From an optimization exercise on the open Yosys and OpenROAD flow, aimed at small area; shortcuts taken in it are not production practice. Only simulation tests tie the RTL to the original design; equivalence was not proved.

<file path="design/flow/design.v">
module fa(a,b,ci,s,co);           
input a,b,ci;
output s,co;
assign s = a ^ b ^ ci;
assign co = (a & b) | (ci & (a ^ b));
endmodule
module ha(a,b,s,co);              
input a,b;
output s,co;
assign s = a ^ b;
assign co = a & b;
endmodule
module fa1(a,b,s,co);             
input a,b;
output s,co;
assign s = ~(a ^ b);
assign co = a | b;
endmodule
module aoi222(a1,a2,b1,b2,c1,c2,y);
input a1,a2,b1,b2,c1,c2;
output y;
assign y = ~((a1 & a2) | (b1 & b2) | (c1 & c2));
endmodule
module nand2(a,b,y);
input a,b;
output y;
assign y = ~(a & b);
endmodule
module nand3(a,b,c,y);
input a,b,c;
output y;
assign y = ~(a & b & c);
endmodule
module nand4(a,b,c,d,y);
input a,b,c,d;
output y;
assign y = ~(a & b & c & d);
endmodule
module nor3(a,b,c,y);
input a,b,c;
output y;
assign y = ~(a | b | c);
endmodule
module bsel(onen,twon,hn,hn1,neg,pp);
input onen,twon,hn,hn1,neg;
output pp;
assign pp = ~((hn | onen) & (hn1 | twon)) ^ neg;
endmodule
module bsel0(onen,hn,neg,pp);
input onen,hn,neg;
output pp;
assign pp = ~(hn | onen) ^ neg;
endmodule
module mac(hn,acc,onen,twon,neg,s);
input[15:0] hn;
input[31:0] acc;
input[7:0] onen,twon,neg;
output[32:0] s;
wire [7:0] negn = ~neg;
wire accn31 = ~acc[31];
wire pp0_0;
wire pp0_1;
wire pp0_2;
wire pp0_3;
wire pp0_4;
wire pp0_5;
wire pp0_6;
wire pp0_7;
wire pp0_8;
wire pp0_9;
wire pp0_10;
wire pp0_11;
wire pp0_12;
wire pp0_13;
wire pp0_14;
wire pp0_15;
wire pp0_16;
wire pp1_0;
wire pp1_1;
wire pp1_2;
wire pp1_3;
wire pp1_4;
wire pp1_5;
wire pp1_6;
wire pp1_7;
wire pp1_8;
wire pp1_9;
wire pp1_10;
wire pp1_11;
wire pp1_12;
wire pp1_13;
wire pp1_14;
wire pp1_15;
wire pp1_16;
wire pp2_0;
wire pp2_1;
wire pp2_2;
wire pp2_3;
wire pp2_4;
wire pp2_5;
wire pp2_6;
wire pp2_7;
wire pp2_8;
wire pp2_9;
wire pp2_10;
wire pp2_11;
wire pp2_12;
wire pp2_13;
wire pp2_14;
wire pp2_15;
wire pp2_16;
wire pp3_0;
wire pp3_1;
wire pp3_2;
wire pp3_3;
wire pp3_4;
wire pp3_5;
wire pp3_6;
wire pp3_7;
wire pp3_8;
wire pp3_9;
wire pp3_10;
wire pp3_11;
wire pp3_12;
wire pp3_13;
wire pp3_14;
wire pp3_15;
wire pp3_16;
wire pp4_0;
wire pp4_1;
wire pp4_2;
wire pp4_3;
wire pp4_4;
wire pp4_5;
wire pp4_6;
wire pp4_7;
wire pp4_8;
wire pp4_9;
wire pp4_10;
wire pp4_11;
wire pp4_12;
wire pp4_13;
wire pp4_14;
wire pp4_15;
wire pp4_16;
wire pp5_0;
wire pp5_1;
wire pp5_2;
wire pp5_3;
wire pp5_4;
wire pp5_5;
wire pp5_6;
wire pp5_7;
wire pp5_8;
wire pp5_9;
wire pp5_10;
wire pp5_11;
wire pp5_12;
wire pp5_13;
wire pp5_14;
wire pp5_15;
wire pp5_16;
wire pp6_0;
wire pp6_1;
wire pp6_2;
wire pp6_3;
wire pp6_4;
wire pp6_5;
wire pp6_6;
wire pp6_7;
wire pp6_8;
wire pp6_9;
wire pp6_10;
wire pp6_11;
wire pp6_12;
wire pp6_13;
wire pp6_14;
wire pp6_15;
wire pp6_16;
wire pp7_0;
wire pp7_1;
wire pp7_2;
wire pp7_3;
wire pp7_4;
wire pp7_5;
wire pp7_6;
wire pp7_7;
wire pp7_8;
wire pp7_9;
wire pp7_10;
wire pp7_11;
wire pp7_12;
wire pp7_13;
wire pp7_14;
wire pp7_15;
wire pp7_16;
wire s1, c1;
wire s2, c2;
wire s3, c3;
wire s4, c4;
wire s5, c5;
wire s6, c6;
wire s7, c7;
wire s8, c8;
wire s9, c9;
wire s10, c10;
wire s11, c11;
wire s12, c12;
wire s13, c13;
wire s14, c14;
wire s15, c15;
wire s16, c16;
wire s17, c17;
wire s18, c18;
wire s19, c19;
wire s20, c20;
wire s21, c21;
wire s22, c22;
wire s23, c23;
wire s24, c24;
wire s25, c25;
wire s26, c26;
wire s27, c27;
wire s28, c28;
wire s29, c29;
wire s30, c30;
wire s31, c31;
wire s32, c32;
wire s33, c33;
wire s34, c34;
wire s35, c35;
wire s36, c36;
wire s37, c37;
wire s38, c38;
wire s39, c39;
wire s40, c40;
wire s41, c41;
wire s42, c42;
wire s43, c43;
wire s44, c44;
wire s45, c45;
wire s46, c46;
wire s47, c47;
wire s48, c48;
wire s49, c49;
wire s50, c50;
wire s51, c51;
wire s52, c52;
wire s53, c53;
wire s54, c54;
wire s55, c55;
wire s56, c56;
wire s57, c57;
wire s58, c58;
wire s59, c59;
wire s60, c60;
wire s61, c61;
wire s62, c62;
wire s63, c63;
wire s64, c64;
wire s65, c65;
wire s66, c66;
wire s67, c67;
wire s68, c68;
wire s69, c69;
wire s70, c70;
wire s71, c71;
wire s72, c72;
wire s73, c73;
wire s74, c74;
wire s75, c75;
wire s76, c76;
wire s77, c77;
wire s78, c78;
wire s79, c79;
wire s80, c80;
wire s81, c81;
wire s82, c82;
wire s83, c83;
wire s84, c84;
wire s85, c85;
wire s86, c86;
wire s87, c87;
wire s88, c88;
wire s89, c89;
wire s90, c90;
wire s91, c91;
wire s92, c92;
wire s93, c93;
wire s94, c94;
wire s95, c95;
wire s96, c96;
wire s97, c97;
wire s98, c98;
wire s99, c99;
wire s100, c100;
wire s101, c101;
wire s102, c102;
wire s103, c103;
wire s104, c104;
wire s105, c105;
wire s106, c106;
wire s107, c107;
wire s108, c108;
wire s109, c109;
wire s110, c110;
wire s111, c111;
wire s112, c112;
wire s113, c113;
wire s114, c114;
wire s115, c115;
wire s116, c116;
wire s117, c117;
wire s118, c118;
wire s119, c119;
wire s120, c120;
wire s121, c121;
wire s122, c122;
wire s123, c123;
wire s124, c124;
wire s125, c125;
wire s126, c126;
wire s127, c127;
wire s128, c128;
wire s129, c129;
wire s130, c130;
wire s131, c131;
wire s132, c132;
wire s133, c133;
wire s134, c134;
wire s135, c135;
wire s136, c136;
wire s137, c137;
wire s138, c138;
wire s139, c139;
wire s140, c140;
wire s141, c141;
wire s142, c142;
wire s143, c143;
wire s144, c144;
wire s145, c145;
wire s146, c146;
wire s147, c147;
wire s148, c148;
wire s149, c149;
wire s150, c150;
wire s151, c151;
wire s152, c152;
wire s153, c153;
wire s154, c154;
wire s155, c155;
wire s156, c156;
wire s157, c157;
wire s158, c158;
wire s159, c159;
bsel0 b0_0(.onen(onen[0]), .hn(hn[0]), .neg(neg[0]), .pp(pp0_0));
bsel b0_1(.onen(onen[0]), .twon(twon[0]), .hn(hn[1]), .hn1(hn[0]), .neg(neg[0]), .pp(pp0_1));
bsel b0_2(.onen(onen[0]), .twon(twon[0]), .hn(hn[2]), .hn1(hn[1]), .neg(neg[0]), .pp(pp0_2));
bsel b0_3(.onen(onen[0]), .twon(twon[0]), .hn(hn[3]), .hn1(hn[2]), .neg(neg[0]), .pp(pp0_3));
bsel b0_4(.onen(onen[0]), .twon(twon[0]), .hn(hn[4]), .hn1(hn[3]), .neg(neg[0]), .pp(pp0_4));
bsel b0_5(.onen(onen[0]), .twon(twon[0]), .hn(hn[5]), .hn1(hn[4]), .neg(neg[0]), .pp(pp0_5));
bsel b0_6(.onen(onen[0]), .twon(twon[0]), .hn(hn[6]), .hn1(hn[5]), .neg(neg[0]), .pp(pp0_6));
bsel b0_7(.onen(onen[0]), .twon(twon[0]), .hn(hn[7]), .hn1(hn[6]), .neg(neg[0]), .pp(pp0_7));
bsel b0_8(.onen(onen[0]), .twon(twon[0]), .hn(hn[8]), .hn1(hn[7]), .neg(neg[0]), .pp(pp0_8));
bsel b0_9(.onen(onen[0]), .twon(twon[0]), .hn(hn[9]), .hn1(hn[8]), .neg(neg[0]), .pp(pp0_9));
bsel b0_10(.onen(onen[0]), .twon(twon[0]), .hn(hn[10]), .hn1(hn[9]), .neg(neg[0]), .pp(pp0_10));
bsel b0_11(.onen(onen[0]), .twon(twon[0]), .hn(hn[11]), .hn1(hn[10]), .neg(neg[0]), .pp(pp0_11));
bsel b0_12(.onen(onen[0]), .twon(twon[0]), .hn(hn[12]), .hn1(hn[11]), .neg(neg[0]), .pp(pp0_12));
bsel b0_13(.onen(onen[0]), .twon(twon[0]), .hn(hn[13]), .hn1(hn[12]), .neg(neg[0]), .pp(pp0_13));
bsel b0_14(.onen(onen[0]), .twon(twon[0]), .hn(hn[14]), .hn1(hn[13]), .neg(neg[0]), .pp(pp0_14));
bsel b0_15(.onen(onen[0]), .twon(twon[0]), .hn(hn[15]), .hn1(hn[14]), .neg(neg[0]), .pp(pp0_15));
bsel b0_16(.onen(onen[0]), .twon(twon[0]), .hn(hn[15]), .hn1(hn[15]), .neg(negn[0]), .pp(pp0_16));
bsel0 b1_0(.onen(onen[1]), .hn(hn[0]), .neg(neg[1]), .pp(pp1_0));
bsel b1_1(.onen(onen[1]), .twon(twon[1]), .hn(hn[1]), .hn1(hn[0]), .neg(neg[1]), .pp(pp1_1));
bsel b1_2(.onen(onen[1]), .twon(twon[1]), .hn(hn[2]), .hn1(hn[1]), .neg(neg[1]), .pp(pp1_2));
bsel b1_3(.onen(onen[1]), .twon(twon[1]), .hn(hn[3]), .hn1(hn[2]), .neg(neg[1]), .pp(pp1_3));
bsel b1_4(.onen(onen[1]), .twon(twon[1]), .hn(hn[4]), .hn1(hn[3]), .neg(neg[1]), .pp(pp1_4));
bsel b1_5(.onen(onen[1]), .twon(twon[1]), .hn(hn[5]), .hn1(hn[4]), .neg(neg[1]), .pp(pp1_5));
bsel b1_6(.onen(onen[1]), .twon(twon[1]), .hn(hn[6]), .hn1(hn[5]), .neg(neg[1]), .pp(pp1_6));
bsel b1_7(.onen(onen[1]), .twon(twon[1]), .hn(hn[7]), .hn1(hn[6]), .neg(neg[1]), .pp(pp1_7));
bsel b1_8(.onen(onen[1]), .twon(twon[1]), .hn(hn[8]), .hn1(hn[7]), .neg(neg[1]), .pp(pp1_8));
bsel b1_9(.onen(onen[1]), .twon(twon[1]), .hn(hn[9]), .hn1(hn[8]), .neg(neg[1]), .pp(pp1_9));
bsel b1_10(.onen(onen[1]), .twon(twon[1]), .hn(hn[10]), .hn1(hn[9]), .neg(neg[1]), .pp(pp1_10));
bsel b1_11(.onen(onen[1]), .twon(twon[1]), .hn(hn[11]), .hn1(hn[10]), .neg(neg[1]), .pp(pp1_11));
bsel b1_12(.onen(onen[1]), .twon(twon[1]), .hn(hn[12]), .hn1(hn[11]), .neg(neg[1]), .pp(pp1_12));
bsel b1_13(.onen(onen[1]), .twon(twon[1]), .hn(hn[13]), .hn1(hn[12]), .neg(neg[1]), .pp(pp1_13));
bsel b1_14(.onen(onen[1]), .twon(twon[1]), .hn(hn[14]), .hn1(hn[13]), .neg(neg[1]), .pp(pp1_14));
bsel b1_15(.onen(onen[1]), .twon(twon[1]), .hn(hn[15]), .hn1(hn[14]), .neg(neg[1]), .pp(pp1_15));
bsel b1_16(.onen(onen[1]), .twon(twon[1]), .hn(hn[15]), .hn1(hn[15]), .neg(negn[1]), .pp(pp1_16));
bsel0 b2_0(.onen(onen[2]), .hn(hn[0]), .neg(neg[2]), .pp(pp2_0));
bsel b2_1(.onen(onen[2]), .twon(twon[2]), .hn(hn[1]), .hn1(hn[0]), .neg(neg[2]), .pp(pp2_1));
bsel b2_2(.onen(onen[2]), .twon(twon[2]), .hn(hn[2]), .hn1(hn[1]), .neg(neg[2]), .pp(pp2_2));
bsel b2_3(.onen(onen[2]), .twon(twon[2]), .hn(hn[3]), .hn1(hn[2]), .neg(neg[2]), .pp(pp2_3));
bsel b2_4(.onen(onen[2]), .twon(twon[2]), .hn(hn[4]), .hn1(hn[3]), .neg(neg[2]), .pp(pp2_4));
bsel b2_5(.onen(onen[2]), .twon(twon[2]), .hn(hn[5]), .hn1(hn[4]), .neg(neg[2]), .pp(pp2_5));
bsel b2_6(.onen(onen[2]), .twon(twon[2]), .hn(hn[6]), .hn1(hn[5]), .neg(neg[2]), .pp(pp2_6));
bsel b2_7(.onen(onen[2]), .twon(twon[2]), .hn(hn[7]), .hn1(hn[6]), .neg(neg[2]), .pp(pp2_7));
bsel b2_8(.onen(onen[2]), .twon(twon[2]), .hn(hn[8]), .hn1(hn[7]), .neg(neg[2]), .pp(pp2_8));
bsel b2_9(.onen(onen[2]), .twon(twon[2]), .hn(hn[9]), .hn1(hn[8]), .neg(neg[2]), .pp(pp2_9));
bsel b2_10(.onen(onen[2]), .twon(twon[2]), .hn(hn[10]), .hn1(hn[9]), .neg(neg[2]), .pp(pp2_10));
bsel b2_11(.onen(onen[2]), .twon(twon[2]), .hn(hn[11]), .hn1(hn[10]), .neg(neg[2]), .pp(pp2_11));
bsel b2_12(.onen(onen[2]), .twon(twon[2]), .hn(hn[12]), .hn1(hn[11]), .neg(neg[2]), .pp(pp2_12));
bsel b2_13(.onen(onen[2]), .twon(twon[2]), .hn(hn[13]), .hn1(hn[12]), .neg(neg[2]), .pp(pp2_13));
bsel b2_14(.onen(onen[2]), .twon(twon[2]), .hn(hn[14]), .hn1(hn[13]), .neg(neg[2]), .pp(pp2_14));
bsel b2_15(.onen(onen[2]), .twon(twon[2]), .hn(hn[15]), .hn1(hn[14]), .neg(neg[2]), .pp(pp2_15));
bsel b2_16(.onen(onen[2]), .twon(twon[2]), .hn(hn[15]), .hn1(hn[15]), .neg(negn[2]), .pp(pp2_16));
bsel0 b3_0(.onen(onen[3]), .hn(hn[0]), .neg(neg[3]), .pp(pp3_0));
bsel b3_1(.onen(onen[3]), .twon(twon[3]), .hn(hn[1]), .hn1(hn[0]), .neg(neg[3]), .pp(pp3_1));
bsel b3_2(.onen(onen[3]), .twon(twon[3]), .hn(hn[2]), .hn1(hn[1]), .neg(neg[3]), .pp(pp3_2));
bsel b3_3(.onen(onen[3]), .twon(twon[3]), .hn(hn[3]), .hn1(hn[2]), .neg(neg[3]), .pp(pp3_3));
bsel b3_4(.onen(onen[3]), .twon(twon[3]), .hn(hn[4]), .hn1(hn[3]), .neg(neg[3]), .pp(pp3_4));
bsel b3_5(.onen(onen[3]), .twon(twon[3]), .hn(hn[5]), .hn1(hn[4]), .neg(neg[3]), .pp(pp3_5));
bsel b3_6(.onen(onen[3]), .twon(twon[3]), .hn(hn[6]), .hn1(hn[5]), .neg(neg[3]), .pp(pp3_6));
bsel b3_7(.onen(onen[3]), .twon(twon[3]), .hn(hn[7]), .hn1(hn[6]), .neg(neg[3]), .pp(pp3_7));
bsel b3_8(.onen(onen[3]), .twon(twon[3]), .hn(hn[8]), .hn1(hn[7]), .neg(neg[3]), .pp(pp3_8));
bsel b3_9(.onen(onen[3]), .twon(twon[3]), .hn(hn[9]), .hn1(hn[8]), .neg(neg[3]), .pp(pp3_9));
bsel b3_10(.onen(onen[3]), .twon(twon[3]), .hn(hn[10]), .hn1(hn[9]), .neg(neg[3]), .pp(pp3_10));
bsel b3_11(.onen(onen[3]), .twon(twon[3]), .hn(hn[11]), .hn1(hn[10]), .neg(neg[3]), .pp(pp3_11));
bsel b3_12(.onen(onen[3]), .twon(twon[3]), .hn(hn[12]), .hn1(hn[11]), .neg(neg[3]), .pp(pp3_12));
bsel b3_13(.onen(onen[3]), .twon(twon[3]), .hn(hn[13]), .hn1(hn[12]), .neg(neg[3]), .pp(pp3_13));
bsel b3_14(.onen(onen[3]), .twon(twon[3]), .hn(hn[14]), .hn1(hn[13]), .neg(neg[3]), .pp(pp3_14));
bsel b3_15(.onen(onen[3]), .twon(twon[3]), .hn(hn[15]), .hn1(hn[14]), .neg(neg[3]), .pp(pp3_15));
bsel b3_16(.onen(onen[3]), .twon(twon[3]), .hn(hn[15]), .hn1(hn[15]), .neg(negn[3]), .pp(pp3_16));
bsel0 b4_0(.onen(onen[4]), .hn(hn[0]), .neg(neg[4]), .pp(pp4_0));
bsel b4_1(.onen(onen[4]), .twon(twon[4]), .hn(hn[1]), .hn1(hn[0]), .neg(neg[4]), .pp(pp4_1));
bsel b4_2(.onen(onen[4]), .twon(twon[4]), .hn(hn[2]), .hn1(hn[1]), .neg(neg[4]), .pp(pp4_2));
bsel b4_3(.onen(onen[4]), .twon(twon[4]), .hn(hn[3]), .hn1(hn[2]), .neg(neg[4]), .pp(pp4_3));
bsel b4_4(.onen(onen[4]), .twon(twon[4]), .hn(hn[4]), .hn1(hn[3]), .neg(neg[4]), .pp(pp4_4));
bsel b4_5(.onen(onen[4]), .twon(twon[4]), .hn(hn[5]), .hn1(hn[4]), .neg(neg[4]), .pp(pp4_5));
bsel b4_6(.onen(onen[4]), .twon(twon[4]), .hn(hn[6]), .hn1(hn[5]), .neg(neg[4]), .pp(pp4_6));
bsel b4_7(.onen(onen[4]), .twon(twon[4]), .hn(hn[7]), .hn1(hn[6]), .neg(neg[4]), .pp(pp4_7));
bsel b4_8(.onen(onen[4]), .twon(twon[4]), .hn(hn[8]), .hn1(hn[7]), .neg(neg[4]), .pp(pp4_8));
bsel b4_9(.onen(onen[4]), .twon(twon[4]), .hn(hn[9]), .hn1(hn[8]), .neg(neg[4]), .pp(pp4_9));
bsel b4_10(.onen(onen[4]), .twon(twon[4]), .hn(hn[10]), .hn1(hn[9]), .neg(neg[4]), .pp(pp4_10));
bsel b4_11(.onen(onen[4]), .twon(twon[4]), .hn(hn[11]), .hn1(hn[10]), .neg(neg[4]), .pp(pp4_11));
bsel b4_12(.onen(onen[4]), .twon(twon[4]), .hn(hn[12]), .hn1(hn[11]), .neg(neg[4]), .pp(pp4_12));
bsel b4_13(.onen(onen[4]), .twon(twon[4]), .hn(hn[13]), .hn1(hn[12]), .neg(neg[4]), .pp(pp4_13));
bsel b4_14(.onen(onen[4]), .twon(twon[4]), .hn(hn[14]), .hn1(hn[13]), .neg(neg[4]), .pp(pp4_14));
bsel b4_15(.onen(onen[4]), .twon(twon[4]), .hn(hn[15]), .hn1(hn[14]), .neg(neg[4]), .pp(pp4_15));
bsel b4_16(.onen(onen[4]), .twon(twon[4]), .hn(hn[15]), .hn1(hn[15]), .neg(negn[4]), .pp(pp4_16));
bsel0 b5_0(.onen(onen[5]), .hn(hn[0]), .neg(neg[5]), .pp(pp5_0));
bsel b5_1(.onen(onen[5]), .twon(twon[5]), .hn(hn[1]), .hn1(hn[0]), .neg(neg[5]), .pp(pp5_1));
bsel b5_2(.onen(onen[5]), .twon(twon[5]), .hn(hn[2]), .hn1(hn[1]), .neg(neg[5]), .pp(pp5_2));
bsel b5_3(.onen(onen[5]), .twon(twon[5]), .hn(hn[3]), .hn1(hn[2]), .neg(neg[5]), .pp(pp5_3));
bsel b5_4(.onen(onen[5]), .twon(twon[5]), .hn(hn[4]), .hn1(hn[3]), .neg(neg[5]), .pp(pp5_4));
bsel b5_5(.onen(onen[5]), .twon(twon[5]), .hn(hn[5]), .hn1(hn[4]), .neg(neg[5]), .pp(pp5_5));
bsel b5_6(.onen(onen[5]), .twon(twon[5]), .hn(hn[6]), .hn1(hn[5]), .neg(neg[5]), .pp(pp5_6));
bsel b5_7(.onen(onen[5]), .twon(twon[5]), .hn(hn[7]), .hn1(hn[6]), .neg(neg[5]), .pp(pp5_7));
bsel b5_8(.onen(onen[5]), .twon(twon[5]), .hn(hn[8]), .hn1(hn[7]), .neg(neg[5]), .pp(pp5_8));
bsel b5_9(.onen(onen[5]), .twon(twon[5]), .hn(hn[9]), .hn1(hn[8]), .neg(neg[5]), .pp(pp5_9));
bsel b5_10(.onen(onen[5]), .twon(twon[5]), .hn(hn[10]), .hn1(hn[9]), .neg(neg[5]), .pp(pp5_10));
bsel b5_11(.onen(onen[5]), .twon(twon[5]), .hn(hn[11]), .hn1(hn[10]), .neg(neg[5]), .pp(pp5_11));
bsel b5_12(.onen(onen[5]), .twon(twon[5]), .hn(hn[12]), .hn1(hn[11]), .neg(neg[5]), .pp(pp5_12));
bsel b5_13(.onen(onen[5]), .twon(twon[5]), .hn(hn[13]), .hn1(hn[12]), .neg(neg[5]), .pp(pp5_13));
bsel b5_14(.onen(onen[5]), .twon(twon[5]), .hn(hn[14]), .hn1(hn[13]), .neg(neg[5]), .pp(pp5_14));
bsel b5_15(.onen(onen[5]), .twon(twon[5]), .hn(hn[15]), .hn1(hn[14]), .neg(neg[5]), .pp(pp5_15));
bsel b5_16(.onen(onen[5]), .twon(twon[5]), .hn(hn[15]), .hn1(hn[15]), .neg(negn[5]), .pp(pp5_16));
bsel0 b6_0(.onen(onen[6]), .hn(hn[0]), .neg(neg[6]), .pp(pp6_0));
bsel b6_1(.onen(onen[6]), .twon(twon[6]), .hn(hn[1]), .hn1(hn[0]), .neg(neg[6]), .pp(pp6_1));
bsel b6_2(.onen(onen[6]), .twon(twon[6]), .hn(hn[2]), .hn1(hn[1]), .neg(neg[6]), .pp(pp6_2));
bsel b6_3(.onen(onen[6]), .twon(twon[6]), .hn(hn[3]), .hn1(hn[2]), .neg(neg[6]), .pp(pp6_3));
bsel b6_4(.onen(onen[6]), .twon(twon[6]), .hn(hn[4]), .hn1(hn[3]), .neg(neg[6]), .pp(pp6_4));
bsel b6_5(.onen(onen[6]), .twon(twon[6]), .hn(hn[5]), .hn1(hn[4]), .neg(neg[6]), .pp(pp6_5));
bsel b6_6(.onen(onen[6]), .twon(twon[6]), .hn(hn[6]), .hn1(hn[5]), .neg(neg[6]), .pp(pp6_6));
bsel b6_7(.onen(onen[6]), .twon(twon[6]), .hn(hn[7]), .hn1(hn[6]), .neg(neg[6]), .pp(pp6_7));
bsel b6_8(.onen(onen[6]), .twon(twon[6]), .hn(hn[8]), .hn1(hn[7]), .neg(neg[6]), .pp(pp6_8));
bsel b6_9(.onen(onen[6]), .twon(twon[6]), .hn(hn[9]), .hn1(hn[8]), .neg(neg[6]), .pp(pp6_9));
bsel b6_10(.onen(onen[6]), .twon(twon[6]), .hn(hn[10]), .hn1(hn[9]), .neg(neg[6]), .pp(pp6_10));
bsel b6_11(.onen(onen[6]), .twon(twon[6]), .hn(hn[11]), .hn1(hn[10]), .neg(neg[6]), .pp(pp6_11));
bsel b6_12(.onen(onen[6]), .twon(twon[6]), .hn(hn[12]), .hn1(hn[11]), .neg(neg[6]), .pp(pp6_12));
bsel b6_13(.onen(onen[6]), .twon(twon[6]), .hn(hn[13]), .hn1(hn[12]), .neg(neg[6]), .pp(pp6_13));
bsel b6_14(.onen(onen[6]), .twon(twon[6]), .hn(hn[14]), .hn1(hn[13]), .neg(neg[6]), .pp(pp6_14));
bsel b6_15(.onen(onen[6]), .twon(twon[6]), .hn(hn[15]), .hn1(hn[14]), .neg(neg[6]), .pp(pp6_15));
bsel b6_16(.onen(onen[6]), .twon(twon[6]), .hn(hn[15]), .hn1(hn[15]), .neg(negn[6]), .pp(pp6_16));
bsel0 b7_0(.onen(onen[7]), .hn(hn[0]), .neg(neg[7]), .pp(pp7_0));
bsel0 b7_1(.onen(onen[7]), .hn(hn[1]), .neg(neg[7]), .pp(pp7_1));
bsel0 b7_2(.onen(onen[7]), .hn(hn[2]), .neg(neg[7]), .pp(pp7_2));
bsel0 b7_3(.onen(onen[7]), .hn(hn[3]), .neg(neg[7]), .pp(pp7_3));
bsel0 b7_4(.onen(onen[7]), .hn(hn[4]), .neg(neg[7]), .pp(pp7_4));
bsel0 b7_5(.onen(onen[7]), .hn(hn[5]), .neg(neg[7]), .pp(pp7_5));
bsel0 b7_6(.onen(onen[7]), .hn(hn[6]), .neg(neg[7]), .pp(pp7_6));
bsel0 b7_7(.onen(onen[7]), .hn(hn[7]), .neg(neg[7]), .pp(pp7_7));
bsel0 b7_8(.onen(onen[7]), .hn(hn[8]), .neg(neg[7]), .pp(pp7_8));
bsel0 b7_9(.onen(onen[7]), .hn(hn[9]), .neg(neg[7]), .pp(pp7_9));
bsel0 b7_10(.onen(onen[7]), .hn(hn[10]), .neg(neg[7]), .pp(pp7_10));
bsel0 b7_11(.onen(onen[7]), .hn(hn[11]), .neg(neg[7]), .pp(pp7_11));
bsel0 b7_12(.onen(onen[7]), .hn(hn[12]), .neg(neg[7]), .pp(pp7_12));
bsel0 b7_13(.onen(onen[7]), .hn(hn[13]), .neg(neg[7]), .pp(pp7_13));
bsel0 b7_14(.onen(onen[7]), .hn(hn[14]), .neg(neg[7]), .pp(pp7_14));
bsel0 b7_15(.onen(onen[7]), .hn(hn[15]), .neg(neg[7]), .pp(pp7_15));
bsel0 b7_16(.onen(onen[7]), .hn(hn[15]), .neg(negn[7]), .pp(pp7_16));
fa f1(.a(acc[0]), .b(neg[0]), .ci(pp0_0), .s(s1), .co(c1));
fa f2(.a(acc[1]), .b(pp0_1), .ci(c1), .s(s2), .co(c2));
fa f3(.a(acc[2]), .b(neg[1]), .ci(pp0_2), .s(s3), .co(c3));
fa f4(.a(pp1_0), .b(s3), .ci(c2), .s(s4), .co(c4));
fa f5(.a(acc[3]), .b(pp0_3), .ci(pp1_1), .s(s5), .co(c5));
fa f6(.a(c3), .b(s5), .ci(c4), .s(s6), .co(c6));
fa f7(.a(acc[4]), .b(neg[2]), .ci(pp0_4), .s(s7), .co(c7));
fa f8(.a(pp1_2), .b(pp2_0), .ci(c5), .s(s8), .co(c8));
fa f9(.a(s7), .b(s8), .ci(c6), .s(s9), .co(c9));
fa f10(.a(acc[5]), .b(pp0_5), .ci(pp1_3), .s(s10), .co(c10));
fa f11(.a(pp2_1), .b(c7), .ci(s10), .s(s11), .co(c11));
fa f12(.a(c8), .b(s11), .ci(c9), .s(s12), .co(c12));
fa f13(.a(acc[6]), .b(neg[3]), .ci(pp0_6), .s(s13), .co(c13));
fa f14(.a(pp1_4), .b(pp2_2), .ci(pp3_0), .s(s14), .co(c14));
fa f15(.a(c10), .b(s13), .ci(s14), .s(s15), .co(c15));
fa f16(.a(c11), .b(s15), .ci(c12), .s(s16), .co(c16));
fa f17(.a(acc[7]), .b(pp0_7), .ci(pp1_5), .s(s17), .co(c17));
fa f18(.a(pp2_3), .b(pp3_1), .ci(c13), .s(s18), .co(c18));
fa f19(.a(c14), .b(s17), .ci(c15), .s(s19), .co(c19));
fa f20(.a(s18), .b(s19), .ci(c16), .s(s20), .co(c20));
fa f21(.a(acc[8]), .b(neg[4]), .ci(pp0_8), .s(s21), .co(c21));
fa f22(.a(pp1_6), .b(pp2_4), .ci(pp3_2), .s(s22), .co(c22));
fa f23(.a(pp4_0), .b(c17), .ci(s21), .s(s23), .co(c23));
fa f24(.a(s22), .b(c18), .ci(s23), .s(s24), .co(c24));
fa f25(.a(c19), .b(s24), .ci(c20), .s(s25), .co(c25));
fa f26(.a(acc[9]), .b(pp0_9), .ci(pp1_7), .s(s26), .co(c26));
fa f27(.a(pp2_5), .b(pp3_3), .ci(pp4_1), .s(s27), .co(c27));
fa f28(.a(c21), .b(c22), .ci(s26), .s(s28), .co(c28));
fa f29(.a(s27), .b(c23), .ci(s28), .s(s29), .co(c29));
fa f30(.a(c24), .b(s29), .ci(c25), .s(s30), .co(c30));
fa f31(.a(acc[10]), .b(neg[5]), .ci(pp0_10), .s(s31), .co(c31));
fa f32(.a(pp1_8), .b(pp2_6), .ci(pp3_4), .s(s32), .co(c32));
fa f33(.a(pp4_2), .b(pp5_0), .ci(c26), .s(s33), .co(c33));
fa f34(.a(c27), .b(s31), .ci(s32), .s(s34), .co(c34));
fa f35(.a(c28), .b(s33), .ci(s34), .s(s35), .co(c35));
fa f36(.a(c29), .b(s35), .ci(c30), .s(s36), .co(c36));
fa f37(.a(acc[11]), .b(pp0_11), .ci(pp1_9), .s(s37), .co(c37));
fa f38(.a(pp2_7), .b(pp3_5), .ci(pp4_3), .s(s38), .co(c38));
fa f39(.a(pp5_1), .b(c31), .ci(c32), .s(s39), .co(c39));
fa f40(.a(s37), .b(s38), .ci(c33), .s(s40), .co(c40));
fa f41(.a(c34), .b(s39), .ci(c35), .s(s41), .co(c41));
fa f42(.a(s40), .b(s41), .ci(c36), .s(s42), .co(c42));
fa f43(.a(acc[12]), .b(neg[6]), .ci(pp0_12), .s(s43), .co(c43));
fa f44(.a(pp1_10), .b(pp2_8), .ci(pp3_6), .s(s44), .co(c44));
fa f45(.a(pp4_4), .b(pp5_2), .ci(pp6_0), .s(s45), .co(c45));
fa f46(.a(c37), .b(c38), .ci(s43), .s(s46), .co(c46));
fa f47(.a(s44), .b(s45), .ci(c39), .s(s47), .co(c47));
fa f48(.a(s46), .b(c40), .ci(s47), .s(s48), .co(c48));
fa f49(.a(c41), .b(s48), .ci(c42), .s(s49), .co(c49));
fa f50(.a(acc[13]), .b(pp0_13), .ci(pp1_11), .s(s50), .co(c50));
fa f51(.a(pp2_9), .b(pp3_7), .ci(pp4_5), .s(s51), .co(c51));
fa f52(.a(pp5_3), .b(pp6_1), .ci(c43), .s(s52), .co(c52));
fa f53(.a(c44), .b(c45), .ci(s50), .s(s53), .co(c53));
fa f54(.a(s51), .b(c46), .ci(s52), .s(s54), .co(c54));
fa f55(.a(s53), .b(c47), .ci(s54), .s(s55), .co(c55));
fa f56(.a(c48), .b(s55), .ci(c49), .s(s56), .co(c56));
fa f57(.a(acc[14]), .b(neg[7]), .ci(pp0_14), .s(s57), .co(c57));
fa f58(.a(pp1_12), .b(pp2_10), .ci(pp3_8), .s(s58), .co(c58));
fa f59(.a(pp4_6), .b(pp5_4), .ci(pp6_2), .s(s59), .co(c59));
fa f60(.a(pp7_0), .b(c50), .ci(c51), .s(s60), .co(c60));
fa f61(.a(s57), .b(s58), .ci(s59), .s(s61), .co(c61));
fa f62(.a(c52), .b(c53), .ci(s60), .s(s62), .co(c62));
fa f63(.a(s61), .b(c54), .ci(s62), .s(s63), .co(c63));
fa f64(.a(c55), .b(s63), .ci(c56), .s(s64), .co(c64));
fa f65(.a(acc[15]), .b(pp0_15), .ci(pp1_13), .s(s65), .co(c65));
fa f66(.a(pp2_11), .b(pp3_9), .ci(pp4_7), .s(s66), .co(c66));
fa f67(.a(pp5_5), .b(pp6_3), .ci(pp7_1), .s(s67), .co(c67));
fa f68(.a(c57), .b(c58), .ci(c59), .s(s68), .co(c68));
fa f69(.a(s65), .b(s66), .ci(s67), .s(s69), .co(c69));
fa f70(.a(c60), .b(c61), .ci(s68), .s(s70), .co(c70));
fa f71(.a(s69), .b(c62), .ci(s70), .s(s71), .co(c71));
fa f72(.a(c63), .b(s71), .ci(c64), .s(s72), .co(c72));
fa1 f73(.a(acc[16]), .b(pp0_16), .s(s73), .co(c73));
fa f74(.a(pp1_14), .b(pp2_12), .ci(pp3_10), .s(s74), .co(c74));
fa f75(.a(pp4_8), .b(pp5_6), .ci(pp6_4), .s(s75), .co(c75));
fa f76(.a(pp7_2), .b(c65), .ci(c66), .s(s76), .co(c76));
fa f77(.a(c67), .b(s73), .ci(s74), .s(s77), .co(c77));
fa f78(.a(s75), .b(c68), .ci(c69), .s(s78), .co(c78));
fa f79(.a(s76), .b(s77), .ci(c70), .s(s79), .co(c79));
fa f80(.a(s78), .b(c71), .ci(s79), .s(s80), .co(c80));
ha f81(.a(c72), .b(s80), .s(s81), .co(c81));
fa1 f82(.a(acc[17]), .b(pp1_15), .s(s82), .co(c82));
fa f83(.a(pp2_13), .b(pp3_11), .ci(pp4_9), .s(s83), .co(c83));
fa f84(.a(pp5_7), .b(pp6_5), .ci(pp7_3), .s(s84), .co(c84));
fa f85(.a(c73), .b(c74), .ci(c75), .s(s85), .co(c85));
fa f86(.a(s82), .b(s83), .ci(s84), .s(s86), .co(c86));
fa f87(.a(c76), .b(c77), .ci(s85), .s(s87), .co(c87));
fa f88(.a(s86), .b(c78), .ci(s87), .s(s88), .co(c88));
fa f89(.a(c79), .b(s88), .ci(c80), .s(s89), .co(c89));
ha f90(.a(c81), .b(s89), .s(s90), .co(c90));
fa f91(.a(acc[18]), .b(pp1_16), .ci(pp2_14), .s(s91), .co(c91));
fa f92(.a(pp3_12), .b(pp4_10), .ci(pp5_8), .s(s92), .co(c92));
fa f93(.a(pp6_6), .b(pp7_4), .ci(c82), .s(s93), .co(c93));
fa f94(.a(c83), .b(c84), .ci(s91), .s(s94), .co(c94));
fa f95(.a(s92), .b(c85), .ci(c86), .s(s95), .co(c95));
fa f96(.a(s93), .b(s94), .ci(c87), .s(s96), .co(c96));
fa f97(.a(s95), .b(c88), .ci(s96), .s(s97), .co(c97));
fa f98(.a(s97), .b(c89), .ci(c90), .s(s98), .co(c98));
fa1 f99(.a(acc[19]), .b(pp2_15), .s(s99), .co(c99));
fa f100(.a(pp3_13), .b(pp4_11), .ci(pp5_9), .s(s100), .co(c100));
fa f101(.a(pp6_7), .b(pp7_5), .ci(c91), .s(s101), .co(c101));
fa f102(.a(c92), .b(s100), .ci(s99), .s(s102), .co(c102));
fa f103(.a(c93), .b(c94), .ci(s101), .s(s103), .co(c103));
fa f104(.a(s102), .b(c95), .ci(s103), .s(s104), .co(c104));
fa f105(.a(c96), .b(s104), .ci(c97), .s(s105), .co(c105));
ha f106(.a(c98), .b(s105), .s(s106), .co(c106));
fa f107(.a(acc[20]), .b(pp2_16), .ci(pp3_14), .s(s107), .co(c107));
fa f108(.a(pp4_12), .b(pp5_10), .ci(pp6_8), .s(s108), .co(c108));
fa f109(.a(pp7_6), .b(c100), .ci(c99), .s(s109), .co(c109));
fa f110(.a(s107), .b(s108), .ci(c101), .s(s110), .co(c110));
fa f111(.a(c102), .b(s109), .ci(c103), .s(s111), .co(c111));
fa f112(.a(s110), .b(c104), .ci(s111), .s(s112), .co(c112));
fa f113(.a(s112), .b(c105), .ci(c106), .s(s113), .co(c113));
fa1 f114(.a(acc[21]), .b(pp3_15), .s(s114), .co(c114));
fa f115(.a(pp4_13), .b(pp5_11), .ci(pp6_9), .s(s115), .co(c115));
fa f116(.a(pp7_7), .b(c107), .ci(c108), .s(s116), .co(c116));
fa f117(.a(s114), .b(s115), .ci(c109), .s(s117), .co(c117));
fa f118(.a(s116), .b(c110), .ci(s117), .s(s118), .co(c118));
fa f119(.a(c111), .b(s118), .ci(c112), .s(s119), .co(c119));
ha f120(.a(c113), .b(s119), .s(s120), .co(c120));
fa f121(.a(acc[22]), .b(pp3_16), .ci(pp4_14), .s(s121), .co(c121));
fa f122(.a(pp5_12), .b(pp6_10), .ci(pp7_8), .s(s122), .co(c122));
fa f123(.a(c114), .b(c115), .ci(s121), .s(s123), .co(c123));
fa f124(.a(s122), .b(c116), .ci(s123), .s(s124), .co(c124));
fa f125(.a(c117), .b(s124), .ci(c118), .s(s125), .co(c125));
fa f126(.a(s125), .b(c119), .ci(c120), .s(s126), .co(c126));
fa1 f127(.a(acc[23]), .b(pp4_15), .s(s127), .co(c127));
fa f128(.a(pp5_13), .b(pp6_11), .ci(pp7_9), .s(s128), .co(c128));
fa f129(.a(c121), .b(c122), .ci(s127), .s(s129), .co(c129));
fa f130(.a(s128), .b(c123), .ci(s129), .s(s130), .co(c130));
fa f131(.a(c124), .b(s130), .ci(c125), .s(s131), .co(c131));
ha f132(.a(c126), .b(s131), .s(s132), .co(c132));
fa f133(.a(acc[24]), .b(pp4_16), .ci(pp5_14), .s(s133), .co(c133));
fa f134(.a(pp6_12), .b(pp7_10), .ci(c127), .s(s134), .co(c134));
fa f135(.a(c128), .b(s133), .ci(c129), .s(s135), .co(c135));
fa f136(.a(s134), .b(c130), .ci(s135), .s(s136), .co(c136));
fa f137(.a(s136), .b(c131), .ci(c132), .s(s137), .co(c137));
fa1 f138(.a(acc[25]), .b(pp5_15), .s(s138), .co(c138));
fa f139(.a(pp6_13), .b(pp7_11), .ci(c133), .s(s139), .co(c139));
fa f140(.a(s138), .b(c134), .ci(s139), .s(s140), .co(c140));
fa f141(.a(c135), .b(s140), .ci(c136), .s(s141), .co(c141));
ha f142(.a(c137), .b(s141), .s(s142), .co(c142));
fa f143(.a(acc[26]), .b(pp5_16), .ci(pp6_14), .s(s143), .co(c143));
fa f144(.a(pp7_12), .b(c138), .ci(s143), .s(s144), .co(c144));
fa f145(.a(c139), .b(s144), .ci(c140), .s(s145), .co(c145));
fa f146(.a(s145), .b(c141), .ci(c142), .s(s146), .co(c146));
fa1 f147(.a(acc[27]), .b(pp6_15), .s(s147), .co(c147));
fa f148(.a(pp7_13), .b(c143), .ci(s147), .s(s148), .co(c148));
fa f149(.a(c144), .b(s148), .ci(c145), .s(s149), .co(c149));
ha f150(.a(c146), .b(s149), .s(s150), .co(c150));
fa f151(.a(acc[28]), .b(pp6_16), .ci(pp7_14), .s(s151), .co(c151));
fa f152(.a(c147), .b(s151), .ci(c148), .s(s152), .co(c152));
fa f153(.a(s152), .b(c149), .ci(c150), .s(s153), .co(c153));
fa1 f154(.a(acc[29]), .b(pp7_15), .s(s154), .co(c154));
fa f155(.a(c151), .b(s154), .ci(c152), .s(s155), .co(c155));
ha f156(.a(c153), .b(s155), .s(s156), .co(c156));
fa f157(.a(acc[30]), .b(pp7_16), .ci(c154), .s(s157), .co(c157));
fa f158(.a(s157), .b(c155), .ci(c156), .s(s158), .co(c158));
fa f159(.a(accn31), .b(c157), .ci(c158), .s(s159), .co(c159));
assign s = {~c159, s159, s158, s156, s153, s150, s146, s142, s137, s132, s126, s120, s113, s106, s98, s90, s81, s72, s64, s56, s49, s42, s36, s30, s25, s20, s16, s12, s9, s6, s4, s2, s1};
endmodule
module rmux(d,sel,yn);
input[30:0] d;
input[30:0] sel;
output yn;
wire [10:0] t;
wire [2:0] o;
aoi222 a0(.a1(d[0]), .a2(sel[0]), .b1(d[1]), .b2(sel[1]), .c1(d[2]), .c2(sel[2]), .y(t[0]));
aoi222 a1(.a1(d[3]), .a2(sel[3]), .b1(d[4]), .b2(sel[4]), .c1(d[5]), .c2(sel[5]), .y(t[1]));
aoi222 a2(.a1(d[6]), .a2(sel[6]), .b1(d[7]), .b2(sel[7]), .c1(d[8]), .c2(sel[8]), .y(t[2]));
aoi222 a3(.a1(d[9]), .a2(sel[9]), .b1(d[10]), .b2(sel[10]), .c1(d[11]), .c2(sel[11]), .y(t[3]));
aoi222 a4(.a1(d[12]), .a2(sel[12]), .b1(d[13]), .b2(sel[13]), .c1(d[14]), .c2(sel[14]), .y(t[4]));
aoi222 a5(.a1(d[15]), .a2(sel[15]), .b1(d[16]), .b2(sel[16]), .c1(d[17]), .c2(sel[17]), .y(t[5]));
aoi222 a6(.a1(d[18]), .a2(sel[18]), .b1(d[19]), .b2(sel[19]), .c1(d[20]), .c2(sel[20]), .y(t[6]));
aoi222 a7(.a1(d[21]), .a2(sel[21]), .b1(d[22]), .b2(sel[22]), .c1(d[23]), .c2(sel[23]), .y(t[7]));
aoi222 a8(.a1(d[24]), .a2(sel[24]), .b1(d[25]), .b2(sel[25]), .c1(d[26]), .c2(sel[26]), .y(t[8]));
aoi222 a9(.a1(d[27]), .a2(sel[27]), .b1(d[28]), .b2(sel[28]), .c1(d[29]), .c2(sel[29]), .y(t[9]));
nand2 a10(.a(d[30]), .b(sel[30]), .y(t[10]));
nand4 o0(.a(t[0]), .b(t[1]), .c(t[2]), .d(t[3]), .y(o[0]));
nand4 o1(.a(t[4]), .b(t[5]), .c(t[6]), .d(t[7]), .y(o[1]));
nand3 o2(.a(t[8]), .b(t[9]), .c(t[10]), .y(o[2]));
nor3 o3(.a(o[0]), .b(o[1]), .c(o[2]), .y(yn));
endmodule
module h_rom_h(addr,mode,onen,twon,neg);
input mode;
input[4:0] addr;
output[7:0] onen, twon, neg;
wire [4:0] k = 5'd0 - addr;
wire [3:0] kk = k[4] ? ~k[3:0] : k[3:0];
reg [7:0] one, two, sg;
always @(*) begin
	case({mode,kk})
		5'd0: begin one = 8'b00001101; two = 8'b00000000; sg = 8'b00100100; end  
		5'd1: begin one = 8'b00001010; two = 8'b00000000; sg = 8'b00000010; end  
		5'd2: begin one = 8'b00001111; two = 8'b00000000; sg = 8'b00000000; end  
		5'd3: begin one = 8'b00010000; two = 8'b00001000; sg = 8'b00001000; end  
		5'd4: begin one = 8'b00011001; two = 8'b00000000; sg = 8'b00001000; end  
		5'd5: begin one = 8'b00010010; two = 8'b00000100; sg = 8'b00000010; end  
		5'd6: begin one = 8'b00000111; two = 8'b00011000; sg = 8'b00001000; end  
		5'd7: begin one = 8'b00101111; two = 8'b00010000; sg = 8'b00010101; end  
		5'd8: begin one = 8'b00110000; two = 8'b00000000; sg = 8'b00010000; end  
		5'd9: begin one = 8'b00100110; two = 8'b00000000; sg = 8'b00000011; end  
		5'd10: begin one = 8'b00110110; two = 8'b00001001; sg = 8'b00000101; end  
		5'd11: begin one = 8'b00010011; two = 8'b00101100; sg = 8'b00010101; end  
		5'd12: begin one = 8'b01101100; two = 8'b00010001; sg = 8'b00110001; end  
		5'd13: begin one = 8'b01011111; two = 8'b00000000; sg = 8'b00010001; end  
		5'd14: begin one = 8'b00110110; two = 8'b01001001; sg = 8'b00111001; end  
		5'd15: begin one = 8'b11011110; two = 8'b00000001; sg = 8'b00000011; end  
		5'd16: begin one = 8'b00000110; two = 8'b00000001; sg = 8'b00100101; end  
		5'd17: begin one = 8'b00000101; two = 8'b00000000; sg = 8'b00001000; end  
		5'd18: begin one = 8'b00001000; two = 8'b00000000; sg = 8'b00000000; end  
		5'd19: begin one = 8'b00010011; two = 8'b00001000; sg = 8'b00001001; end  
		5'd20: begin one = 8'b00011011; two = 8'b00000000; sg = 8'b00001001; end  
		5'd21: begin one = 8'b00011100; two = 8'b00000000; sg = 8'b00001010; end  
		5'd22: begin one = 8'b00000110; two = 8'b00001000; sg = 8'b00000110; end  
		5'd23: begin one = 8'b00010111; two = 8'b00001000; sg = 8'b00010111; end  
		5'd24: begin one = 8'b00101100; two = 8'b00010011; sg = 8'b00101001; end  
		5'd25: begin one = 8'b00100000; two = 8'b00000010; sg = 8'b00100000; end  
		5'd26: begin one = 8'b00111100; two = 8'b00000000; sg = 8'b00111100; end  
		5'd27: begin one = 8'b00111011; two = 8'b00000000; sg = 8'b00111010; end  
		5'd28: begin one = 8'b00111110; two = 8'b00000001; sg = 8'b00100001; end  
		5'd29: begin one = 8'b00100001; two = 8'b00000010; sg = 8'b00001010; end  
		5'd30: begin one = 8'b01111111; two = 8'b00000000; sg = 8'b00011010; end  
		5'd31: begin one = 8'b11010000; two = 8'b00001011; sg = 8'b00011001; end  
		default: begin one = 8'b0; two = 8'b0; sg = 8'b0; end
	endcase
end
assign onen = ~one;
assign twon = ~two;
assign neg = sg ^ {8{k[4]}};
endmodule
module fir_H(xIn,sample,clk,reset,yOut,mode);
input mode;
input sample, clk, reset;
input[15:0] xIn;
output reg[15:0] yOut;
	reg [495:0] ring;           
	reg [4:0] r;                
	reg [15:0] xb;              
	reg [4:0] ph;               
	reg [4:0] u;                
	reg [31:0] acc;
	wire start = sample & ~reset & (ph == 5'd0);
	wire busy = (ph != 5'd0);
	wire ins = busy & ((ph == r) | ((ph == 5'd31) & (r == 5'd0)));
	wire [15:0] fb = ins ? xb : ring[15:0];
	always @(posedge clk)
		ring <= {fb, ring[495:16]};
	always @(posedge clk)
		if (!busy) xb <= xIn;
	always @(posedge clk)
		if (reset) r <= 5'd0;
		else if (!(start | busy)) r <= (r == 5'd0) ? 5'd30 : r - 5'd1;
	wire [15:0] hn;
	wire [30:0] sel;
	genvar g;
	generate for (g = 0; g < 31; g = g + 1) begin : rd
		assign sel[g] = (r == g);
	end
	for (g = 0; g < 16; g = g + 1) begin : rb
		wire [30:0] d;
		genvar w;
		for (w = 0; w < 31; w = w + 1) begin : dw
			assign d[w] = ring[16*w + g];
		end
		rmux m(.d(d), .sel(sel), .yn(hn[g]));
	end endgenerate
	always @(posedge clk)
		if (reset) ph <= 5'd0;
		else if (start | busy) ph <= ph + 5'd1;
	always @(posedge clk)
		if (reset) u <= 5'd31;
		else if (ph == 5'd31 && u != 5'd0) u <= u - 5'd1;
	wire [7:0] onen, twon, neg;
	h_rom_h rom(.addr(ph), .mode(mode), .onen(onen), .twon(twon), .neg(neg));
	wire [32:0] s;
	mac mac0(.hn(hn), .acc(acc), .onen(onen), .twon(twon), .neg(neg), .s(s));
	wire [31:0] sat = (s[32] == s[31]) ? s[31:0] : (s[32] ? 32'h8000_0000 : 32'h07ff_ffff);
	wire clr = reset | (ph == 5'd31) | (~busy & ~sample) | (ph < u);
	always @(posedge clk)
		acc <= clr ? 32'd0 : sat;
	wire [15:0] y = acc[31] ? (acc[30] ? acc[30:15] : 16'h8000)
	                        : (acc[30] ? 16'h7fff : acc[30:15]);
	always @(posedge clk)
		if (reset) yOut <= 16'd0;
		else if (ph == 5'd31) yOut <= y;
endmodule
</file>
<file path="design/flow/flow/run.sh">
#!/bin/bash
# Layout flow: the standard ORFS flow (standard.sh) with two changes:
#  - before the resizer's repair_design, every cell is set to its smallest
#    drive strength (flow/downsize.tcl); repair_design sizes up what needs it;
#  - clock tree synthesis without dummy loads (CTS_ARGS).
# make's output goes to standard.log; ORFS keeps each step's log in orfs/logs.
set -euo pipefail
here=$(pwd)
export PRE_RESIZE_TCL=$here/flow/downsize.tcl
export CTS_ARGS="-sink_clustering_enable -repair_clock_nets -dont_use_dummy_load -sink_clustering_size 28 -sink_clustering_max_diameter 100"
bash standard.sh > standard.log 2>&1
</file>
<file path="design/flow/flow/downsize.tcl">
# Before the resizer's repair_design (PRE_RESIZE hook): give every cell the
# smallest drive strength of its function.  Synthesis sizes cells for speed
# that this design, with its long clock period, does not need; repair_design
# then upsizes or buffers wherever slew, capacitance or fanout need it.
set db [ord::get_db]
set block [ord::get_db_block]
set dont_use $::env(DONT_USE_CELLS)
set count 0
foreach inst [$block getInsts] {
  set m [$inst getMaster]
  set name [$m getName]
  if { ![regexp {^(sky130_fd_sc_hd__[a-z0-9]+)_([0-9]+)$} $name -> base drive] } { continue }
  if { [$inst isFixed] } { continue }
  set best $m
  foreach d {0 1 2 3 4 6 8 12 16} {
    set cname ${base}_$d
    if { [lsearch -exact $dont_use $cname] >= 0 } { continue }
    set c [$db findMaster $cname]
    if { $c == "NULL" || $c == "" } { continue }
    if { [$c getWidth] < [$best getWidth] } { set best $c }
  }
  if { $best != $m } {
    set p1 [lsort [lmap t [$m getMTerms] {$t getName}]]
    set p2 [lsort [lmap t [$best getMTerms] {$t getName}]]
    if { $p1 eq $p2 } {
      $inst swapMaster $best
      incr count
    }
  }
}
puts "downsize: $count instances set to their smallest drive strength"
</file>
<file path="design/flow/standard.sh">
#!/bin/bash
# synth_recipe.tcl (not shown) runs the flow's synth.tcl, then flattens the netlist and writes it again
# the make line also repeats each setting of config.mk as NAME=value (left out here)
make -C /OpenROAD-flow-scripts/flow DESIGN_CONFIG=/design/flow/config.mk WORK_HOME=/design/flow/orfs CLKGATE_MAP_FILE= SYNTH_SCRIPT=/design/flow/synth_recipe.tcl "${@:-finish}"
</file>
<file path="design/flow/config.mk">
export PLATFORM = sky130hd
export DESIGN_NAME = fir_H
export DESIGN_NICKNAME = fir_H
export VERILOG_FILES = /design/flow/design.v
export SDC_FILE = /design/flow/constraint.sdc
export NUM_CORES = 4
export LEC_CHECK = 0
export CAP_MARGIN = 20
export CORE_MARGIN = 2
export CORE_UTILIZATION = 60
export SLEW_MARGIN = 20
export SYNTH_HIERARCHICAL = 1
</file>
<file path="design/flow/constraint.sdc">
create_clock -name core_clock -period 25.0 [get_ports {clk}]
set_input_delay 5.0000 -clock core_clock [delete_from_list [all_inputs] [get_ports {clk}]]
set_output_delay 5.0000 -clock core_clock [all_outputs]
set_load 0.01 [all_outputs]
</file>
==> metrics.md, run 1 <==
| Metric | Value |
|---|---|
| Met2 WL | `30100 um` |
| Max-slew violation count | `0` |
| Final Critical Period | `20.08 ns` |
| Reg-to-reg endpoint | `acc[7]` |
| Share of layout cells above drive strength 1 | `3.58%` |
| DR iter-0 viols | `2312` |
| Critical path depth | `43` |
| IO Pins | `36` |
| Hold slack final | `0.312 ns` |
| Status | `finished clean` |
| Fillers | `3292` |
| Clk pin slew, worst setup/hold paths | `0.11 ns` |
| WL final | `61900 um` |
| Max-Cap Viols | `0` |
| H-tree Lvls | `1` |
| Hold endpoint | `ring[145]` |
| Root buffer cell | `clkbuf_16` |
| Worst Path Required | `25.40 ns` |
| Drt pass-1 iters | `13` |
| First-pass GRT wire length | `95800 um` |
| N_diodes | `0` |
| Via Count | `16444` |
| Final count of negative-setup-slack endpoints | `0` |
| Critical path class | `input port to register` |
| Hold_sp | `ring[161]` |
| WP buf/inv | `5` |
| Top Family by Delay on Critical Path | `adder cells` |
| Hold buffers post-CTS | `0` |
| FF-to-FF Start | `ph[0]` |
| CTS tree | `yes` |
| Crit-path max FO | `32` |
| Clk sinks | `575` |
| DRC Markers | `0` |
| Ys Warns | `8` |
| WL/cell | `24.1 um` |
| Syn_area_per_cell | `12.2 um^2` |
| Clk buf depth | `3` |
| Die Wd | `205 um` |
| Final Skew | `0.0701 ns` |
| RSZ-0062 raised after global routing | `no` |
| Largest net degree at the start of global routing | `43` |
| Worst path arrival time | `20.48 ns` |
| Post CTS Setup Buffer Count | `0` |
| IO buf count | `35` |
| Vias in the first global route | `16464` |
| Most used cell, CP | `fa_1` |
| Slowest CP cell | `ha_1` |
| Post-route setup slack | `4.92 ns` |
| Critical Path Max Stage Delay | `0.99 ns` |
| Uppermost layer routed | `met4` |
| Final HPWL DP | `41800 um` |
| Post-cts resize count | `0` |
| Chip Height | `205 um` |
| Worst-Skew Late Latency | `0.61 ns` |
| Setup crit end kind | `register` |
| M1 wire length | `26100 um` |
| Startpoint Class | `input port` |
| Max Freq | `0.0498 GHz` |
| P&R area growth vs syn | `1.39%` |
| GRT overflow | `0` |
| Final #Nets | `2246` |
| Die area | `42100 um^2` |
| Netlist Area Pre-Place | `24300 um^2` |
| R2R setup slack | `6.09 ns` |
| Core Area | `39800 um^2` |
| Rel. slew slack | `21.3%` |
| Initial antenna violation count | `1` |
| Period utilization | `80.3%` |
| Worst slew pin tran | `1.18 ns` |
| Setup TNS | `0 ns` |
| Final ANT Viol Nets | `0` |
| Pre-CTS WS | `4.02 ns` |
| CTS buffer count | `27` |
| Hold crit path type | `register to register` |
| Final hold vios | `0` |
| Met3 WL | `3710 um` |
| Hold Crit Depth | `0` |
| Total GRT Usage | `29.7%` |
| R2R cell count | `54` |
| Initial core utilization | `61.0%` |
| Syn Inst Count | `1995` |
| Vias per std cell | `6.41` |
| Cell Rows | `73` |
| Global placer's final weighted congestion | `0.878` |
## layout by cell type (no fill, tap or decap), types with 16 or more instances in the layout
master,instances
a21oi_1,69
a222oi_1,161
buf_1,57
clkbuf_16,27
clkdlybuf4s50_1,35
dfxtp_1,559
edfxtp_1,16
fa_1,143
ha_1,40
inv_1,83
nand2_1,87
nand3_1,41
nand4_1,51
nor2_1,95
nor3_1,71
o211ai_1,45
o21ai_0,29
o22ai_1,114
o311a_1,16
xor2_1,141
## through the flow
stage	cells	util [%]	instance area, um^2
final	2565	61.8	24600
after global routing	2565	61.8	24600
after CTS	2563	61.7	24600
after detailed placement	2536	60.0	23900
after global placement	2531	63.6	25300
after floorplan	1995	-	24300
## metal layers
layer / track usage, % / vias up
li1: - / 7514
met5: 0 / -
met4: 9.58 / 0
met1: 39.7 / 8222
met2: 50.0 / 609
met3: 3.95 / 99
## worst max-delay path by stage
stage	slack, ns	from	end
finish	4.92	mode	acc[7]
global route	4.20	mode	acc[9]
CTS	4.60	mode	acc[5]
detailed placement	4.02	mode	acc[5]
global placement	4.78	mode	acc[3]
floorplan	5.75	mode	acc[10]
## registers in the layout, summed over array words and instances, names as in the netlist
register and flops:
ring 496, xb 16, yOut 16, r 5, u 5, ph 5, acc 32
## area by class of cell
class                      count  area, um^2  share of cell area, %
inverter                      87         327                   1.33
tap                          525         657                   2.67
timing repair buffer         120         777                   3.16
clock buffer                  27         676                   2.75
multi-input combinational   1231       10500                   42.7
sequential                   575       11700                   47.4
==> inputs of run 2 (changes only) <==
--- a/design/flow/flow/run.sh
+++ b/design/flow/flow/run.sh
@@ -7,5 +7,6 @@
 set -euo pipefail
 here=$(pwd)
 export PRE_RESIZE_TCL=$here/flow/downsize.tcl
+export REMOVE_ABC_BUFFERS=1
 export CTS_ARGS="-sink_clustering_enable -repair_clock_nets -dont_use_dummy_load -sink_clustering_size 28 -sink_clustering_max_diameter 100"
 bash standard.sh > standard.log 2>&1
==> metrics.md, run 2 <==
| Metric | Value |
|---|---|
| CTS tree | `yes` |
| Global placer's final weighted congestion | `0.880 (+0.24%)` |
| Hold buffers post-CTS | `0 (unchanged)` |
| Netlist Area Pre-Place | `24300 um^2 (unchanged)` |
| Total GRT Usage | `29.2% (-0.50 points)` |
| Hold Crit Depth | `0 (unchanged)` |
| Commonest non-fill, non-tap cell in the layout | `dfxtp_1` |
| Final HPWL DP | `41500 um (-0.60%)` |
| Final ANT Viol Nets | `0 (unchanged)` |
| IO buf count | `35 (unchanged)` |
| Post-cts resize count | `0 (unchanged)` |
| Clk buf depth | `3 (unchanged)` |
| H-tree Lvls | `1 (unchanged)` |
| Crit-path max FO | `32 (unchanged)` |
| Share of layout cells above drive strength 1 | `3.34% (-0.24 points)` |
| Hold_sp | `ring[432]` |
| Final count of negative-setup-slack endpoints | `0 (unchanged)` |
| Status | `finished clean` |
| Drt pass-1 iters | `8 (-5)` |
| Ys Warns | `8 (unchanged)` |
| Core Area | `39800 um^2 (unchanged)` |
| Cell Rows | `73 (unchanged)` |
| Period utilization | `78.2% (-2.1 points)` |
| Startpoint Class | `input port` |
| Post CTS Setup Buffer Count | `0 (unchanged)` |
| Design Area, Final | `24500 um^2 (-0.30%)` |
| Largest net degree at the start of global routing | `43 (unchanged)` |
| R2R cell count | `48 (-11%)` |
| Via Count | `16417 (-0.16%)` |
| Die area | `42100 um^2 (unchanged)` |
| Vias per std cell | `6.41 (about the same)` |
| Slowest CP cell | `ha_1` |
| Chip Height | `205 um (unchanged)` |
| DRC Markers | `0 (unchanged)` |
| Clk sinks | `575 (unchanged)` |
| GRT overflow | `0 (unchanged)` |
| Biggest register | `ring` |
| DR iter-0 viols | `2112 (-8.7%)` |
| Rel. slew slack | `25.1% (+3.9 points)` |
| Setup crit end kind | `register` |
| Reg-to-reg endpoint | `acc[10]` |
| FF-to-FF Start | `ph[0]` |
| Critical Path Max Stage Delay | `0.73 ns (-0.26 ns)` |
| Final Critical Period | `19.56 ns (-0.517 ns)` |
| M2 GR Usage | `44.5% (-5.5 points)` |
| Clk pin slew, worst setup/hold paths | `0.10 ns (about the same)` |
| Most used cell, CP | `fa_1` |
| Vias in the first global route | `15934 (-3.2%)` |
| Worst Path Required | `25.44 ns (+0.04 ns)` |
| GR Layer Usage met1 | `43.9% (+4.2 points)` |
| Final #Nets | `2241 (-0.22%)` |
| First-pass GRT wire length | `94400 um (-1.5%)` |
| WL/cell | `23.5 um (-2.4%)` |
| GRT busiest layer | `met2` |
| P&R area growth vs syn | `1.08%` |
| Most frequent cells in the layout | `559 x dfxtp_1, 161 x a222oi_1, 143 x fa_1` |
| Critical path class | `input port to register` |
| Setup TNS | `0 ns (unchanged)` |
| Met3 Track Usage GR | `4.01% (+0.064 points)` |
| Max-slew violation count | `0 (unchanged)` |
| Max-Cap Viols | `0 (unchanged)` |
| Syn_area_per_cell | `12.2 um^2 (unchanged)` |
| CTS buffer count | `26 (-3.7%)` |
| Initial antenna violation count | `0 (-1)` |
| IO Pins | `36 (unchanged)` |
| Syn Inst Count | `1995 (unchanged)` |
| Hold crit path type | `register to register` |
| Die Wd | `205 um (unchanged)` |
| Final Skew | `0.0806 ns (+0.0105 ns)` |
| Final hold vios | `0 (unchanged)` |
| WL final | `60300 um (-2.5%)` |
| Hold slack final | `0.295 ns (-0.0171 ns)` |
| Initial core utilization | `61.0% (unchanged)` |
| Top Registers | `ring: 496 flops, acc: 32 flops` |
| Worst path arrival time | `20.00 ns (-0.48 ns)` |
| Worst-Skew Late Latency | `0.60 ns (about the same)` |
| Placed cell area | `23900 um^2 (-0.12%)` |
| Hold endpoint | `ring[416]` |
| Worst slew pin tran | `1.12 ns (-0.0582 ns)` |
| RSZ-0062 raised after global routing | `no` |
| R2R setup slack | `6.09 ns (about the same)` |
| Max reg flops | `496 (unchanged)` |
| Max Freq | `0.0511 GHz (+2.6%)` |
| Root buffer cell | `clkbuf_16` |
## run 2: per-layer routing
metal	vias to the layer above	routed length [um]	share of wire, %
li1	7510	-	-
met1	8277	28100	47
met2	561	26800	44
met3	69	4240	7.0
met4	0	1190	2.0
met5	-	0	0
## run 2: worst max-delay path: cells and delay by family
kind | cells | cell delay [ns]
xor+xnor | 1 | 0.20
simple gates | 3 | 0.86
compound gates | 3 | 0.91
fa+ha+maj | 32 | 11.53
buf+inv | 5 | 1.47
## run 2: area by class of cell
type | instances | area [um^2]
diodes | 1 | 2.50
clock buffers | 26 | 651
fillers | 3345 | 15300
inverters | 87 | 327
multi-input cells | 1231 | 10500
flip-flops and latches | 575 | 11700
well taps | 525 | 657
repair buffers | 116 | 721
## run 2: worst max-delay path by stage
stage	startpoint	endpoint	slack, ns	depth (start not counted)
finish	mode	acc[10]	5.44	44
global route	mode	acc[7]	4.83	44
CTS	mode	acc[3]	4.55	43
detailed placement	mode	acc[7]	3.97	43
global placement	mode	acc[25]	4.70	43
floorplan	mode	acc[0]	5.68	41
## run 2: through the flow
stage	utilization [%]	cells	setup WS, ns
floorplan	-	1893	5.68
global placement	63.6	2529	4.70
detailed placement	59.9	2534	3.97
CTS	61.6	2560	4.55
global route	61.6	2560	4.83
finish	61.6	2561	5.44

[what the ideal ports hide]
The results above use ideal ports. As a check the final layouts listed here were re-extracted and re-timed, cells and wires unchanged. Step 1 (the two cells are an assumption about what drives the block):
set clk [get_ports {clk}]
set_driving_cell -lib_cell sky130_fd_sc_hd__clkbuf_16 $clk
set_driving_cell -lib_cell sky130_fd_sc_hd__buf_2 [delete_from_list [all_inputs] $clk]
Step 2 times the ports against the registers' clock, not the clock port: input delays grow and output delays shrink by t, the midpoint of the rising clock arrivals with the driver on. a / b / c = ideal ports / drivers / drivers and shift; a / b = the first two.
run	shift t [ns]	setup slack, ns	worst hold slack (ns)	worst setup path after step 2	worst slew at a driven data input, ns
run 1	0.629	4.923 / 4.946 / 4.317	0.312 / 0.312 / 0.312	input to register	0.06
run 2	0.619	5.439 / 5.473 / 4.853	0.295 / 0.295 / 0.295	input to register	0.05
After both steps every run listed still meets setup and hold. The setup slack of run 1, which loses most, moves by +0.023 ns with the drivers and by -0.606 ns with both steps.
